This design comes from an exercise in tuning for small area on the open sky130 flow, not from production work.
Function was checked by simulation only, so behaviour that the tests miss may differ from the original.

==> flow/design.v (outline; a module is shown in full before it is edited, if it fits) <==
// module distortion_correction: 607 lines
// module dc_fa: 4 lines
// module dc_ha_n: 4 lines
// module dc_ha: 4 lines
module distortion_correction #(
    parameter DATA_WIDTH = 16,
    parameter H_RES = 1280,
    parameter V_RES = 720
)(
    input clk,
    input rst_n,
    input [15:0] fx, fy,
    input [15:0] cx, cy,
    input [15:0] k1, k2, k3,
    input valid_params,
    input [DATA_WIDTH-1:0] vin_data,
    input vin_de, vin_vs, vin_hs,
    input [9:0] pixel_x, pixel_y,
    output reg [DATA_WIDTH-1:0] vout_data,
    output reg vout_de, vout_vs, vout_hs,
    input [15:0] ram_rd_data,
    output reg [19:0] ram_rd_addr,
    output reg ram_rd_en
);
  // ...
==> flow/flow/run.sh <==
#!/bin/bash
# Standard layout, with the port buffers made from the smallest buffer cell.
set -e
cp standard.sh standard_sh.txt
cp config.mk config_orig.txt
echo 'export BUFFER_PORTS_ARGS = -buffer_cell sky130_fd_sc_hd__buf_1' >> config.mk
bash standard.sh > standard.log 2>&1
==> flow/standard.sh <==
#!/bin/bash
# synth_recipe.tcl (not shown) runs the flow's synth.tcl, then flattens the netlist and writes it again
# the make line also repeats each setting of config.mk as NAME=value (left out here)
make -C /OpenROAD-flow-scripts/flow DESIGN_CONFIG=/design/flow/config.mk WORK_HOME=/design/flow/orfs CLKGATE_MAP_FILE= SYNTH_SCRIPT=/design/flow/synth_recipe.tcl "${@:-finish}"
==> flow/config.mk <==
export PLATFORM = sky130hd
export DESIGN_NAME = distortion_correction
export DESIGN_NICKNAME = distortion_correction
export VERILOG_FILES = /design/flow/design.v
export SDC_FILE = /design/flow/constraint.sdc
export NUM_CORES = 4
export LEC_CHECK = 0
export CAP_MARGIN = 20
export CORE_MARGIN = 2
export CORE_UTILIZATION = 55
export SLEW_MARGIN = 20
export SYNTH_HIERARCHICAL = 1
export BUFFER_PORTS_ARGS = -buffer_cell sky130_fd_sc_hd__buf_1
==> flow/constraint.sdc <==
create_clock -name core_clock -period 20.0 [get_ports {clk}]
set_input_delay 4.0000 -clock core_clock [delete_from_list [all_inputs] [get_ports {clk}]]
set_output_delay 4.0000 -clock core_clock [all_outputs]
set_load 0.01 [all_outputs]
==> flow_metrics.py, run 1 <==
metrics = {
    "floorplan": {
        "fp.coreArea_um2": 45580,
        "tap_cells": 600,
        "die_w_um": 219.2,
        "design.die.area_um2": 48040,
        "ios": 210,
    },
    "clocking": {
        "cts_buffers": 17,
        "clkSinkCount": 136,
        "clk_pin_slew_ns": 0.07,
    },
    "final_layout": {
        "final_util": 0.5998,
        "seq_area_frac": 0.1399,
        "drive_gt1_frac": 0.06508,
        "clk_share": 0.02256,
    },
    "sta": {
        "max-slew-margin-rel": 0.1663,
        "post-route-min-period_ns": 18.42,
        "tightestPinTransition_ns": 1.246,
        "holdWs_ns": 0.3504,
        "setup_viol": 0,
        "fin_skew_ns": 0.007472,
        "fmax_ghz": 0.05430,
    },
    "worst_hold_path": {
        "hp-class": "reg2reg",
        "worstHoldPathCells": 0,
    },
    "yosys": {
        "avgSynthCellArea_um2": 9.227,
        "synthAdderAreaFrac": 0.4404,
        "async_flop_share": 0.3824,
        "ys_warn_count": 7,
        "synth_top_area_frac": 0.3687,
        "synth_nets": 3545,
    },
    "worst_setup_path": {
        "r2r_end": "ram_rd_addr[17]$_DFFE_PN0N_",
        "cp_num_buf_inv": 4,
    },
    "global_routing": {
        "use_met1": 0.5080,
        "busiest_layer": "met2",
        "grt_pass1_vias": 22380,
        "met3_usage": 0.09286,
    },
    "outcome": {
        "outcome": "complete, no violations",
    },
    "placed_design": {
        "portBuffers": 161,
    },
    "detailed_routing": {
        "topRoutingLayerUsed": "met5",
    },
}
==> run 2: changes to the inputs <==
==> flow/run.sh (new file) <==
#!/bin/bash
# synth_recipe.tcl (not shown) runs the flow's synth.tcl, then flattens the netlist and writes it again
# the make line also repeats each setting of config.mk as NAME=value (left out here)
make -C /OpenROAD-flow-scripts/flow DESIGN_CONFIG=/design/flow/config.mk WORK_HOME=/design/flow/orfs CLKGATE_MAP_FILE= SYNTH_SCRIPT=/design/flow/synth_recipe.tcl finish
--- a/flow/config.mk
+++ b/flow/config.mk
@@ -10,4 +10,3 @@
 export CORE_UTILIZATION = 55
 export SLEW_MARGIN = 20
 export SYNTH_HIERARCHICAL = 1
-export BUFFER_PORTS_ARGS = -buffer_cell sky130_fd_sc_hd__buf_1
removed: flow/flow/run.sh
removed: flow/standard.sh
==> flow_metrics.py, run 2 <==
metrics = {
    "clocking": {
        "cts_tree": "yes",
        "clkSinkCount": 136,
        "root_buffer": "clkbuf_16",
        "cts_buffers": 17,
        "cts_resized": 0,
        "holdBufCountCts": 0,
        "clk_pin_slew_ns": 0.07,
        "clk_latency_ns": 0.44,
        "ctsHtreeMaxLevel": 4,
        "cts_setup_buffers": 0,
        "clock_path_buffers": 2,
    },
    "global_routing": {
        "grt_use_met2": 0.6224,
        "overflow": 0,
        "grt_pass1_wl_um": 137400,
        "antenna_found_initial": 2,
        "use_met1": 0.5131,
        "met3_usage": 0.08261,
        "busiest_layer": "met2",
        "grt_pass1_vias": 22800,
        "grt.total_usage": 0.3899,
        "grt_max_degree": 61,
    },
    "sta": {
        "finalHoldViolations": 0,
        "setup_viol": 0,
        "finalCritPeriodShare": 0.9421,
        "post-route-min-period_ns": 18.84,
        "tightestPinTransition_ns": 1.157,
        "fmax_ghz": 0.05307,
        "slew_violations": 0,
        "fin_skew_ns": 0.01007,
        "setup-tns-final_ns": 0,
        "max-slew-margin-rel": 0.2219,
        "rsz0062_at_grt": "false",
    },
    "floorplan": {
        "fp.coreArea_um2": 45580,
        "die_w_um": 219.2,
        "design.die.area_um2": 48040,
        "start_util": 0.5588,
        "fp.dieH_um": 219.2,
        "ios": 210,
        "rows": 78,
    },
    "yosys": {
        "synthFlopType": "edfxtp_1",
        "synth_top_area_frac": 0.3687,
        "yosysTopAreaCell": "fa_1",
        "synth-edff-count": 84,
        "synth_nets": 3545,
        "avgSynthCellArea_um2": 9.227,
        "yosysMostFrequentCell": "nand2_1",
        "ys_ff_latch": 136,
        "syn_area_um2": 25470,
        "ys_warn_count": 7,
        "yosysSeqAreaShare": 0.1501,
        "async_flop_share": 0.3824,
        "yosysUniqueCellTypes": 83,
        "synth.area.top_cells": "fa_1 37%, nand2_1 11%, edfxtp_1 9.9%, ha_1 7.2%, dfrtp_1 5.1%",
        "synthTopCellsByCount": "725 x nand2_1, 469 x fa_1, 296 x inv_1",
        "synth_cells": 2760,
    },
    "final_layout": {
        "final_util": 0.6215,
        "final_common_cell": "nand2_1",
        "final_cell_mix": "725 x nand2_1, 469 x fa_1, 296 x inv_1, 160 x clkdlybuf4s50_1, 144 x ha_1",
        "drive_gt1_frac": 0.06475,
        "syn_to_final_growth_pct": 11.22,
        "top_regs": "ra x32, sa x32, ram_rd_addr x20",
        "final_cells": 3457,
        "num_antenna_cells": 0,
        "fill_cells": 3973,
        "design_area_um2": 28320,
        "fin_nets": 3629,
    },
    "detailed_routing": {
        "routed-via-count": 21860,
        "routed_wl_um": 91080,
        "ant_nets": 0,
        "drc": 0,
        "viasPerCell": 6.323,
        "avgRoutedWirePerCell_um": 26.35,
        "drtPass1Iterations": 12,
        "first_iter_violations": 2480,
    },
    "job": {
        "maxCapViolations": 0,
    },
    "worst_setup_path": {
        "slowest_stage": "a221oi_1",
        "worst_path_most_repeated_cell": "fa_1",
        "startpoint_type": "primary input",
        "rr_startpoint": "cnt[0]$_DFFE_PN0P_",
        "cp.required_ns": 20.28,
        "critPathMaxFanout": 9,
        "critPathCaptureType": "flip-flop",
        "slowest_delay_ns": 0.86,
        "arrival_ns": 19.13,
        "startpoint": "k3[11]",
        "path_class": "in2reg",
    },
    "placed_design": {
        "portBuffers": 161,
        "postPlaceCellArea_um2": 27700,
        "hpwl_um": 69020,
        "dp_cells": 3425,
        "gp_congestion": 1.003,
    },
    "worst_hold_path": {
        "hp-class": "reg2reg",
        "hp-start": "de_d1$_DFF_PN0_",
    },
    "outcome": {
        "outcome": "complete, no violations",
    },
}
==> run 2: cell type report <==
| class | count | area (um^2) | area share |
|---|---|---|---|
| Clock buffer | 17 | 425.4 | 0.01502 |
| Clock inverter | 15 | 196.4 | 0.006935 |
| Tap cell | 600 | 750.7 | 0.02650 |
| Timing Repair Buffer | 216 | 2019 | 0.07130 |
| Multi-Input combinational cell | 2174 | 19990 | 0.7056 |
| Inverter | 299 | 1122 | 0.03962 |
| Sequential cell | 136 | 3824 | 0.1350 |
==> run 2: per-layer routing <==
layer  vias to the layer above  routed length (um)
met1                     10890               34850
li1                       9221                   -
met5                         -                  24
met3                       319                9938
met4                         4                4734
met2                      1427               41530
==> run 2: cell families (layout without fill, tap and decap cells) <==
kind of cell	Yosys count	count (layout)	share of synthesized area
AO/OA/AOI/OAI	439	439	0.1251
multiplexers	66	66	0.02810
flip-flops	136	136	0.1501
buffers and inverters	450	547	0.06986
AND/OR/NAND/NOR	975	975	0.1584
XOR/XNOR	79	79	0.02800
adder cells (fa/ha/maj)	615	615	0.4404
==> run 2: final timing paths <==
check	to	slack, ns	cells after the start
worst max register to register	ram_rd_addr[17]$_DFFE_PN0N_	3.24	52
worst min register to register	de_d2$_DFF_PN0_	0.35	0
worst min-delay path	de_d2$_DFF_PN0_	0.35	0
max in group asynchronous	cnt[0]$_DFFE_PN0P_	15.89	2
worst max-delay path	ram_rd_addr[17]$_DFFE_PN0N_	1.16	49
min in group asynchronous	vout_vs$_DFF_PN0_	3.67	2
==> run 2: worst max-delay path: cells and delay by family <==
family	cells	cell delay, ns
compound gates	20	5.06
xor+xnor	3	1.02
fa+ha+maj	14	6.76
buf+inv	5	0.86
mux	1	0.31
simple gates	6	1.08
==> run 2: stage by stage <==
stage	hold slack [ns]	worst slack [ns]
2_1_floorplan	0.3312	3.626
3_3_place_gp	0.3317	1.068
3_5_place_dp	0.3371	1.097
4_1_cts	0.3554	1.479
5_1_grt	0.3606	0.6141
6_report	0.3533	1.158
==> run 2: Yosys stat by module (local to each module, per instance) <==
module / cells / cell area, um^2
distortion_correction: 2131 / 15270
dc_ha_n: 5 / 27.53
dc_fa: 1 / 20.02

port drivers added, routing unchanged:
How much do the figures lean on ideal ports? The routed layouts below were timed once more, with nothing changed but the port constraints. Step 1 (the two cells are an assumption about what drives the block):
set clk [get_ports {clk}]
set_driving_cell -lib_cell sky130_fd_sc_hd__clkbuf_16 $clk
set_driving_cell -lib_cell sky130_fd_sc_hd__buf_2 [delete_from_list [all_inputs] $clk]
Step 2, shift: input delay + t, output delay - t, t = (earliest + latest rising clock arrival at the registers) / 2. This alone moves slack from input paths to output paths. Slacks: ideal / step 1 / step 2; pairs: ideal / step 1.
run | t (ns) | setup WS [ns] | hold slack, ns | worst setup path at the end | worst register clock-pin slew, ns
run 1 | 0.472 | 1.583 / 1.601 / 1.129 | 0.350 / 0.350 / 0.350 | input to register | 0.07 / 0.07
run 2 | 0.476 | 1.158 / 1.175 / 0.699 | 0.353 / 0.353 / 0.353 | input to register | 0.07 / 0.07
After both steps every run listed still meets setup and hold. The setup slack of run 2, which loses most, moves by +0.017 ns with the drivers and by -0.459 ns with both steps.
